From an optimization exercise on the open Yosys and OpenROAD flow, aimed at small area; shortcuts taken in it are not production practice. In this exercise RTL edits were held to simulation tests only and were not proved equivalent to the original.

==> inputs of run A <==
==> flow/design.v <==
module switch(
	input clk,
	input rst,
	input start,
	input in_0,
	input in_1,
	output reg wr,              
	output reg [3:0] p,         
	output [3:0] p_out          
);
	reg run;                    
	reg [1:0] cnt;              
	reg r, done;
	reg [1:0] c;
	reg [3:0] q;
	always @(posedge clk) begin
		r = run | ~start;
		c = start ? cnt : 2'd0;
		q = start ? p : 4'd0;
		done = 1'b0;
		if (r) begin
			if (in_0) begin
				if (c == 2'd3) done = 1'b1;
				c = c + 2'd1;
			end
			if (in_1 && !done) begin
				q[c] = 1'b1;
				if (c == 2'd3) done = 1'b1;
				c = c + 2'd1;
			end
		end
		cnt <= c;
		if (rst) begin
			run <= 1'b0;
			wr <= 1'b0;
			p <= 4'd0;
		end else begin
			run <= r & ~done;
			wr <= done;
			p <= q;
		end
	end
	assign p_out = run ? 4'd0 : p;
endmodule
module buffer(
	input clk,
	input rst,
	input [3:0] p_in,
	input read,
	input write,
	output reg [23:0] memory,
	output reg [2:0] fullness,
	output reg [15:0] time_total,
	output reg [9:0] input_count,
	output reg [7:0] drop_count
);
	reg [13:0] nage [0:5];         
	wire [13:0] age [0:5];
	genvar g;
	generate for (g = 0; g < 6; g = g + 1) begin : g_age
		assign age[g] = ~nage[g];
	end endgenerate
	wire rd = read & (fullness != 3'd0);
	wire drop = write & ~rd & (fullness == 3'd6);
	wire sh = rd | drop;
	wire [2:0] f1 = fullness - {2'd0, rd};
	wire [2:0] f2 = f1 + {2'd0, write & ~drop};
	wire nr = ~rst;
	wire s_sh = sh & nr;           
	wire s_hold = ~sh & nr;        
	integer j, k;
	reg [13:0] x;
	reg [14:0] cc;
	reg [5:0] wrap;
	reg [13:0] n [0:5];
	always @(*) begin
		for (j = 0; j < 6; j = j + 1) begin
			if (j < 5) x = (age[(j + 1) % 6] & {14{s_sh}}) | (age[j] & {14{s_hold}});
			else x = age[j] & {14{s_hold}};
			cc[0] = nr & (j < f2);
			for (k = 0; k < 14; k = k + 1) begin
				n[j][k] = x[k] ^ cc[k];
				cc[k + 1] = x[k] & cc[k];
			end
			wrap[j] = cc[14];
		end
	end
	wire s1 = wrap[0] ^ wrap[1] ^ wrap[2];
	wire k1 = (wrap[0] & wrap[1]) | (wrap[0] & wrap[2]) | (wrap[1] & wrap[2]);
	wire s2 = wrap[3] ^ wrap[4] ^ wrap[5];
	wire k2 = (wrap[3] & wrap[4]) | (wrap[3] & wrap[5]) | (wrap[4] & wrap[5]);
	wire [1:0] wc = {k1 ^ k2 ^ (s1 & s2), s1 ^ s2};
	wire [15:0] tt = time_total & {16{nr}};
	wire [15:0] v = ~({wc, age[0] & {14{sh}}} & {16{nr}});
	wire [2:0] fz = f2 & {3{nr}};
	reg [15:0] ps, pc;
	reg [16:0] tc;
	reg [15:0] tn;
	always @(*) begin
		for (k = 0; k < 16; k = k + 1) begin
			if (k < 3) begin
				ps[k] = tt[k] ^ v[k] ^ fz[k];
				pc[k] = (tt[k] & v[k]) | (tt[k] & fz[k]) | (v[k] & fz[k]);
			end else begin
				ps[k] = tt[k] ^ v[k];
				pc[k] = tt[k] & v[k];
			end
		end
		tc[0] = 1'b1;
		for (k = 0; k < 16; k = k + 1) begin
			if (k == 0) begin
				tn[k] = ps[k] ^ tc[k];
				tc[k + 1] = ps[k] & tc[k];
			end else begin
				tn[k] = ps[k] ^ pc[k - 1] ^ tc[k];
				tc[k + 1] = (ps[k] & pc[k - 1]) | (ps[k] & tc[k]) | (pc[k - 1] & tc[k]);
			end
		end
	end
	wire [9:0] icq = input_count & {10{nr}};
	wire [7:0] dcq = drop_count & {8{nr}};
	reg [10:0] ic;
	reg [8:0] dc;
	reg [9:0] icn;
	reg [7:0] dcn;
	always @(*) begin
		ic[0] = write & nr;
		for (k = 0; k < 10; k = k + 1) begin
			icn[k] = icq[k] ^ ic[k];
			ic[k + 1] = icq[k] & ic[k];
		end
		dc[0] = drop & nr;
		for (k = 0; k < 8; k = k + 1) begin
			dcn[k] = dcq[k] ^ dc[k];
			dc[k + 1] = dcq[k] & dc[k];
		end
	end
	reg [5:0] wsel;
	reg [23:0] mn;
	always @(*) begin
		for (j = 0; j < 6; j = j + 1) begin
			wsel[j] = write & nr & (j == 5 ? (f1 >= 3'd5) : (f1 == j));
			if (j < 5)
				mn[4 * j +: 4] = (memory[4 * ((j + 1) % 6) +: 4] & {4{s_sh & ~wsel[j]}}) |
					(memory[4 * j +: 4] & {4{s_hold & ~wsel[j]}}) | (p_in & {4{wsel[j]}});
			else
				mn[4 * j +: 4] = (memory[4 * j +: 4] & {4{s_hold & ~wsel[j]}}) | (p_in & {4{wsel[j]}});
		end
	end
	always @(posedge clk) begin
		for (j = 0; j < 6; j = j + 1) nage[j] <= ~n[j];
		memory <= mn;
		fullness <= f2 & {3{nr}};
		time_total <= tn;
		input_count <= icn;
		drop_count <= dcn;
	end
endmodule
module rca #(parameter W = 8) (
	input [W-1:0] a,
	input [W-1:0] b,
	input ci,
	output [W-1:0] s
);
	wire [W:0] cy;
	assign cy[0] = ci;
	genvar i;
	generate
		for (i = 0; i < W; i = i + 1) begin : g
			assign s[i] = a[i] ^ b[i] ^ cy[i];
			assign cy[i + 1] = (a[i] & b[i]) | (a[i] & cy[i]) | (b[i] & cy[i]);
		end
	endgenerate
endmodule
module gt #(parameter W = 8) (
	input [W-1:0] a,
	input [W-1:0] b,
	output o
);
	wire [W:0] c;
	assign c[0] = 1'b0;
	genvar i;
	generate
		for (i = 0; i < W; i = i + 1) begin : g
			assign c[i + 1] = (a[i] & ~b[i]) | (c[i] & (a[i] | ~b[i]));
		end
	endgenerate
	assign o = c[W];
endmodule
module decision(
	input  clk,
	input  rst,
	input  read_clk,
	input [2:0] fullness_1,
	input [2:0] fullness_2,
	input [2:0] fullness_3,
	input [2:0] fullness_4,
	input [15:0] total_time_1,
	input [15:0] total_time_2,
	input [15:0] total_time_3,
	input [15:0] total_time_4,
	output reg read_1,
	output reg read_2,
	output reg read_3,
	output reg read_4
);
	function [15:0] sq;
		input [2:0] f;
		input [11:0] w;
		case (f)
			3'd0: sq = 16'd0;
			3'd1: sq = w;
			3'd2: sq = w * 4;
			3'd3: sq = w * 9;
			3'd4: sq = w * 16;
			3'd5: sq = w * 25;
			3'd6: sq = w * 36;
			default: sq = w * 49;
		endcase
	endfunction
	wire [15:0] k0 = sq(fullness_1, 12'd15);
	wire [15:0] k1 = sq(fullness_2, 12'd425);
	wire [15:0] k2 = sq(fullness_3, 12'd759);
	wire [15:0] k3 = sq(fullness_4, 12'd1000);
	wire [18:0] h0, g0;
	rca #(19) a0a({total_time_1, 3'd0}, ~{3'd0, total_time_1}, 1'b1, g0);
	rca #(19) a0b(g0, {12'd0, k0[9:3]}, 1'b0, h0);
	wire [21:0] p0 = {h0, k0[2:0]};
	wire [18:0] h1, g1;
	rca #(19) a1a({1'b0, total_time_2, 2'd0}, {3'd0, total_time_2}, 1'b0, g1);
	rca #(19) a1b(g1, {8'd0, k1[13:3]}, 1'b0, h1);
	wire [21:0] p1 = {h1, k1[2:0]};
	wire [20:0] g2a, g2, p2;
	rca #(21) a2a({4'd0, total_time_3, 1'b0}, {5'd0, total_time_3}, 1'b0, g2a);
	rca #(21) a2b({1'b0, total_time_3, 4'd0}, g2a, 1'b0, g2);
	rca #(21) a2c(g2, {6'd0, k2[14:0]}, 1'b0, p2);
	wire [17:0] g3, p3;
	rca #(18) a3a({1'b0, total_time_4, 1'b0}, {2'd0, total_time_4}, 1'b0, g3);
	rca #(18) a3b(g3, {2'd0, k3}, 1'b0, p3);
	wire c01, c23, c02, c03, c12, c13;
	gt #(22) g01(p1, p0, c01);
	gt #(21) g23({3'd0, p3}, p2, c23);
	gt #(22) g02({1'b0, p2}, p0, c02);
	gt #(22) g03({4'd0, p3}, p0, c03);
	gt #(22) g12({1'b0, p2}, p1, c12);
	gt #(22) g13({4'd0, p3}, p1, c13);
	wire cf = c23 ? (c01 ? c13 : c03) : (c01 ? c12 : c02);
	wire go = read_clk & ~rst;
	always @(posedge clk) begin
		read_1 <= go & ~cf & ~c01;
		read_2 <= go & ~cf & c01;
		read_3 <= go & cf & ~c23;
		read_4 <= go & cf & c23;
	end
endmodule
module qos_queue(
	input clk,
	input rst,                  
	input start,                
	input in_0,                 
	input in_1,                 
	input read_tick,            
	output [3:0]  p_in,         
	output [3:0]  read,         
	output [11:0] fullness,     
	output [95:0] memory,       
	output [31:0] drop_count,   
	output [39:0] input_count   
);
	wire wr;
	wire [3:0] pk;
	wire [15:0] total_times[3:0];
	switch switch1(clk, rst, start, in_0, in_1, wr, pk, p_in);
	genvar b;
	generate
		for (b = 0; b < 4; b = b + 1) begin : g_buf
			buffer buffer_i(clk, rst, pk, read[b], wr & (pk[3:2] == b),
				memory[24*b +: 24], fullness[3*b +: 3], total_times[b],
				input_count[10*b +: 10], drop_count[8*b +: 8]);
		end
	endgenerate
	decision decision1(clk, rst, read_tick, fullness[2:0], fullness[5:3], fullness[8:6], fullness[11:9],
		total_times[0], total_times[1], total_times[2], total_times[3], read[0], read[1], read[2], read[3]);
endmodule
==> flow/flow/run.sh <==
#!/bin/bash
# Layout flow: the standard ORFS flow (standard.sh) with
#  - synthesis by flow/synth.tcl (area-oriented logic mapping, same registers),
#  - port buffers of the smallest buffer cell instead of clkdlybuf4s50_1,
#  - clock tree synthesis with sink clusters of at most 25 sinks and 70 um
#    and without dummy loads.
# The make output goes to flow.log; ORFS keeps each step's log under orfs/logs.
set -euo pipefail
W=$PWD
bash standard.sh \
  "SYNTH_SCRIPT=$W/flow/synth.tcl" \
  "BUFFER_PORTS_ARGS=-buffer_cell sky130_fd_sc_hd__buf_1" \
  "CTS_ARGS=-sink_clustering_enable -repair_clock_nets -sink_clustering_size 25 -sink_clustering_max_diameter 70 -dont_use_dummy_load" \
  finish > "$W/flow.log" 2>&1
==> flow/flow/area.abc <==
strash
dch -f
amap
topo
==> flow/flow/synth.tcl <==
# The standard synthesis (synth_recipe.tcl), with three changes to the
# logic mapping only: Yosys's synth runs without its internal abc pass, so
# extract_fa sees the ripple adders as the RTL writes them; extract_fa only
# extracts full adders (half adders are left to ABC, which can then merge
# the inversions of the inverted age registers into the increment logic);
# and the final ABC mapping uses flow/area.abc, an area-only mapping without
# buffering or upsizing (placement repairs slew, capacitance and timing).
# Registers and their names are the same as in the standard synthesis.
set flow_dir [file dirname [file normalize [info script]]]
proc synth {args} { yosys synth -nofsm -noshare -noabc {*}$args }
proc abc {args} {
  set i [lsearch -exact $args -script]
  if { $i >= 0 } { lset args [expr { $i + 1 }] $::flow_dir/area.abc }
  yosys abc {*}$args
}
proc extract_fa {args} { yosys extract_fa -fa }
source $::env(SCRIPTS_DIR)/synth.tcl
# left out here: clear keep_hierarchy, flatten, clean up, hide names made inside functions, write 1_2_yosys.v
==> flow/standard.sh <==
#!/bin/bash
# synth_recipe.tcl (not shown) runs the flow's synth.tcl, then flattens the netlist and writes it again
# the make line also repeats each setting of config.mk as NAME=value (left out here)
make -C /OpenROAD-flow-scripts/flow DESIGN_CONFIG=/design/flow/config.mk WORK_HOME=/design/flow/orfs CLKGATE_MAP_FILE= SYNTH_SCRIPT=/design/flow/synth_recipe.tcl "${@:-finish}"
==> flow/config.mk <==
export PLATFORM = sky130hd
export DESIGN_NAME = qos_queue
export DESIGN_NICKNAME = qos_queue
export VERILOG_FILES = /design/flow/design.v
export SDC_FILE = /design/flow/constraint.sdc
export NUM_CORES = 4
export LEC_CHECK = 0
export ABC_AREA = 1
export CAP_MARGIN = 5
export CORE_MARGIN = 2
export CORE_UTILIZATION = 70
export SLEW_MARGIN = 5
==> flow/constraint.sdc <==
create_clock -name core_clock -period 12.0 [get_ports {clk}]
set_input_delay 2.4000 -clock core_clock [delete_from_list [all_inputs] [get_ports {clk}]]
set_output_delay 2.4000 -clock core_clock [all_outputs]
set_load 0.01 [all_outputs]
==> run D (differences from run A) <==
==> flow/design.v, changed modules only <==
module buffer(
	input clk,
	input rst,
	input [3:0] p_in,
	input read,
	input write,
	output reg [23:0] memory,
	output reg [2:0] fullness,
	output reg [15:0] time_total,
	output reg [9:0] input_count,
	output reg [7:0] drop_count
);
	reg [13:0] age [0:5];
	wire rd = read & (fullness != 3'd0);
	wire drop = write & ~rd & (fullness == 3'd6);
	wire sh = rd | drop;
	wire [2:0] f1 = fullness - {2'd0, rd};
	wire [2:0] f2 = f1 + {2'd0, write & ~drop};
	integer j, k;
	reg [13:0] x;
	reg [14:0] cc;
	reg [5:0] wrap;
	reg vld;
	reg [13:0] n [0:5];
	always @(*) begin
		for (j = 0; j < 6; j = j + 1) begin
			if (rst) x = 14'd0;
			else if (sh) x = (j < 5) ? age[(j + 1) % 6] : 14'd0;
			else x = age[j];
			vld = ~rst & (j < f2);
			cc[0] = vld;
			for (k = 0; k < 14; k = k + 1) begin
				n[j][k] = x[k] ^ cc[k];
				cc[k + 1] = x[k] & cc[k];
			end
			wrap[j] = cc[14];
		end
	end
	wire s1 = wrap[0] ^ wrap[1] ^ wrap[2];
	wire k1 = (wrap[0] & wrap[1]) | (wrap[2] & (wrap[0] ^ wrap[1]));
	wire s2 = wrap[3] ^ wrap[4] ^ wrap[5];
	wire k2 = (wrap[3] & wrap[4]) | (wrap[5] & (wrap[3] ^ wrap[4]));
	wire [1:0] wc = {k1 ^ k2 ^ (s1 & s2), s1 ^ s2};
	wire [15:0] v = ~{wc, sh ? age[0] : 14'd0};
	wire [15:0] f2x = {13'd0, f2};
	reg [15:0] ps, pc;
	reg [16:0] tc;
	reg [15:0] tn;
	always @(*) begin
		for (k = 0; k < 16; k = k + 1) begin
			ps[k] = time_total[k] ^ v[k] ^ f2x[k];
			pc[k] = (time_total[k] & v[k]) | (f2x[k] & (time_total[k] ^ v[k]));
		end
		tc[0] = 1'b1;
		for (k = 0; k < 16; k = k + 1) begin
			if (k == 0) begin
				tn[k] = ps[k] ^ tc[k];
				tc[k + 1] = ps[k] & tc[k];
			end else begin
				tn[k] = ps[k] ^ pc[k - 1] ^ tc[k];
				tc[k + 1] = (ps[k] & pc[k - 1]) | (tc[k] & (ps[k] ^ pc[k - 1]));
			end
		end
	end
	reg [10:0] ic;
	reg [8:0] dc;
	reg [9:0] icn;
	reg [7:0] dcn;
	always @(*) begin
		ic[0] = write;
		for (k = 0; k < 10; k = k + 1) begin
			icn[k] = input_count[k] ^ ic[k];
			ic[k + 1] = input_count[k] & ic[k];
		end
		dc[0] = drop;
		for (k = 0; k < 8; k = k + 1) begin
			dcn[k] = drop_count[k] ^ dc[k];
			dc[k + 1] = drop_count[k] & dc[k];
		end
	end
	reg [3:0] m;
	reg [23:0] mn;
	always @(*) begin
		for (j = 0; j < 6; j = j + 1) begin
			if (sh) m = (j < 5) ? memory[4 * ((j + 1) % 6) +: 4] : 4'd0;
			else m = memory[4 * j +: 4];
			if (write && (j == 5 ? (f1 >= 3'd5) : (f1 == j))) m = p_in;
			mn[4 * j +: 4] = m;
		end
	end
	always @(posedge clk) begin
		for (j = 0; j < 6; j = j + 1) age[j] <= n[j];
		if (rst) begin
			memory <= 24'd0;
			fullness <= 3'd0;
			time_total <= 16'd0;
			input_count <= 10'd0;
			drop_count <= 8'd0;
		end else begin
			memory <= mn;
			fullness <= f2;
			time_total <= tn;
			input_count <= icn;
			drop_count <= dcn;
		end
	end
endmodule
module rca #(parameter W = 8) (
	input [W-1:0] a,
	input [W-1:0] b,
	input ci,
	output [W-1:0] s
);
	wire [W:0] cy;
	assign cy[0] = ci;
	genvar i;
	generate
		for (i = 0; i < W; i = i + 1) begin : g
			assign s[i] = a[i] ^ b[i] ^ cy[i];
			assign cy[i + 1] = (a[i] & b[i]) | (cy[i] & (a[i] ^ b[i]));
		end
	endgenerate
endmodule
module decision(
	input  clk,
	input  rst,
	input  read_clk,
	input [2:0] fullness_1,
	input [2:0] fullness_2,
	input [2:0] fullness_3,
	input [2:0] fullness_4,
	input [15:0] total_time_1,
	input [15:0] total_time_2,
	input [15:0] total_time_3,
	input [15:0] total_time_4,
	output reg read_1,
	output reg read_2,
	output reg read_3,
	output reg read_4
);
	function [15:0] sq;
		input [2:0] f;
		input [11:0] w;
		case (f)
			3'd0: sq = 16'd0;
			3'd1: sq = w;
			3'd2: sq = w * 4;
			3'd3: sq = w * 9;
			3'd4: sq = w * 16;
			3'd5: sq = w * 25;
			3'd6: sq = w * 36;
			default: sq = w * 49;
		endcase
	endfunction
	wire [15:0] k0 = sq(fullness_1, 12'd15);
	wire [15:0] k1 = sq(fullness_2, 12'd425);
	wire [15:0] k2 = sq(fullness_3, 12'd759);
	wire [15:0] k3 = sq(fullness_4, 12'd1000);
	wire [18:0] h0, g0;
	rca #(19) a0a({total_time_1, 3'd0}, ~{3'd0, total_time_1}, 1'b1, g0);
	rca #(19) a0b(g0, {12'd0, k0[9:3]}, 1'b0, h0);
	wire [21:0] p0 = {h0, k0[2:0]};
	wire [18:0] h1, g1;
	rca #(19) a1a({1'b0, total_time_2, 2'd0}, {3'd0, total_time_2}, 1'b0, g1);
	rca #(19) a1b(g1, {8'd0, k1[13:3]}, 1'b0, h1);
	wire [21:0] p1 = {h1, k1[2:0]};
	wire [20:0] g2a, g2, p2;
	rca #(21) a2a({4'd0, total_time_3, 1'b0}, {5'd0, total_time_3}, 1'b0, g2a);
	rca #(21) a2b({1'b0, total_time_3, 4'd0}, g2a, 1'b0, g2);
	rca #(21) a2c(g2, {6'd0, k2[14:0]}, 1'b0, p2);
	wire [17:0] g3, p3;
	rca #(18) a3a({1'b0, total_time_4, 1'b0}, {2'd0, total_time_4}, 1'b0, g3);
	rca #(18) a3b(g3, {2'd0, k3}, 1'b0, p3);
	wire c01, c23, cf;
	gt #(22) g01(p1, p0, c01);
	gt #(21) g23({3'd0, p3}, p2, c23);
	wire [21:0] m01 = c01 ? p1 : p0;
	wire [20:0] m23 = c23 ? {3'd0, p3} : p2;
	gt #(22) gf({1'b0, m23}, m01, cf);
	wire go = read_clk & ~rst;
	always @(posedge clk) begin
		read_1 <= go & ~cf & ~c01;
		read_2 <= go & ~cf & c01;
		read_3 <= go & cf & ~c23;
		read_4 <= go & cf & c23;
	end
endmodule
==> flow/run.sh (new file) <==
#!/bin/bash
# synth_recipe.tcl (not shown) runs the flow's synth.tcl, then flattens the netlist and writes it again
# the make line also repeats each setting of config.mk as NAME=value (left out here)
make -C /OpenROAD-flow-scripts/flow DESIGN_CONFIG=/design/flow/config.mk WORK_HOME=/design/flow/orfs CLKGATE_MAP_FILE= SYNTH_SCRIPT=/design/flow/synth_recipe.tcl finish
Settings changed: CAP_MARGIN 5 to 20, CORE_UTILIZATION 70 to 40, CTS_CLUSTER_DIAMETER set to 50, CTS_CLUSTER_SIZE set to 30, SLEW_MARGIN 5 to 20.
removed: flow/flow/run.sh
removed: flow/flow/area.abc
removed: flow/flow/synth.tcl
removed: flow/standard.sh
==> run Z (differences from run A) <==
--- a/flow/flow/run.sh
+++ b/flow/flow/run.sh
@@ -11,4 +11,4 @@
   "SYNTH_SCRIPT=$W/flow/synth.tcl" \
   "BUFFER_PORTS_ARGS=-buffer_cell sky130_fd_sc_hd__buf_1" \
-  "CTS_ARGS=-sink_clustering_enable -repair_clock_nets -sink_clustering_size 25 -sink_clustering_max_diameter 70 -dont_use_dummy_load" \
+  "CTS_ARGS=-sink_clustering_enable -repair_clock_nets -sink_clustering_size 16 -sink_clustering_max_diameter 40 -dont_use_dummy_load -buf_list sky130_fd_sc_hd__clkbuf_8" \
   finish > "$W/flow.log" 2>&1
Settings changed: CAP_MARGIN 5 to 20, CORE_UTILIZATION 70 to 60, SLEW_MARGIN 5 to 20.
==> results.yml <==
power_and_ir_drop:
  irDropWorstVdd_uv: 281
placed_design:
  gp_congestion: 0.900
  dp.cells: 4377
status:
  outcome: "complete, no violations"
yosys:
  synthAdderAreaFrac: 0.130
grt:
  use_met1: 0.366
sta:
  min_period_over_period: 0.879
(the above is from run Z)
==> results.yml <==
sta:
  min_period_over_period: 0.874
placed_design:
  gp_congestion: 0.923
  dp.cells: 4293
power_and_ir_drop:
  leakagePower_nw: 10.6
grt:
  use_met1: 0.403
status:
  outcome: "complete, no violations"
yosys:
  synthAdderAreaFrac: 0.130
(the above is from run A)
==> results.yml <==
placed_design:
  dp.cells: 5014
  gp_congestion: 0.859
power_and_ir_drop:
  irDropWorstVdd_uv: 197
yosys:
  synthSimpleGateAreaFrac: 0.153
  synthAdderAreaFrac: 0.307
status:
  outcome: "complete, no violations"
sta:
  min_period_over_period: 0.938
  hold_viol: 0
grt:
  use_met1: 0.229
(the above is from run D)

[what the ideal ports hide]
In the flow no input, the clock included, has a driving cell. The finished layouts below were timed again as built, in two steps. Step 1, drivers: a clkbuf_16 drives clk and a buf_2 each remaining input, both assumed. Step 2 also shifts input and output timing later by t, the mid clock arrival at the registers, as if the neighbouring blocks saw the same clock. Three values: ideal, step 1, step 2; two values: the first two.
| run | shift t [ns] | setup WS [ns] | hold slack, ns |
|---|---|---|---|
| run A | 0.635 | 1.508 / 1.508 / 1.091 | 0.453 / 0.453 / 0.453 |
| run D | 0.687 | 0.745 / 0.745 / 0.745 | 0.467 / 0.467 / 0.467 |
| run Z | 0.677 | 1.449 / 1.449 / 1.149 | 0.433 / 0.433 / 0.433 |
After both steps setup and hold are still met in every run listed. The setup slack of run A, which loses most, moves by 0.000 ns with the drivers and by -0.417 ns with both steps.
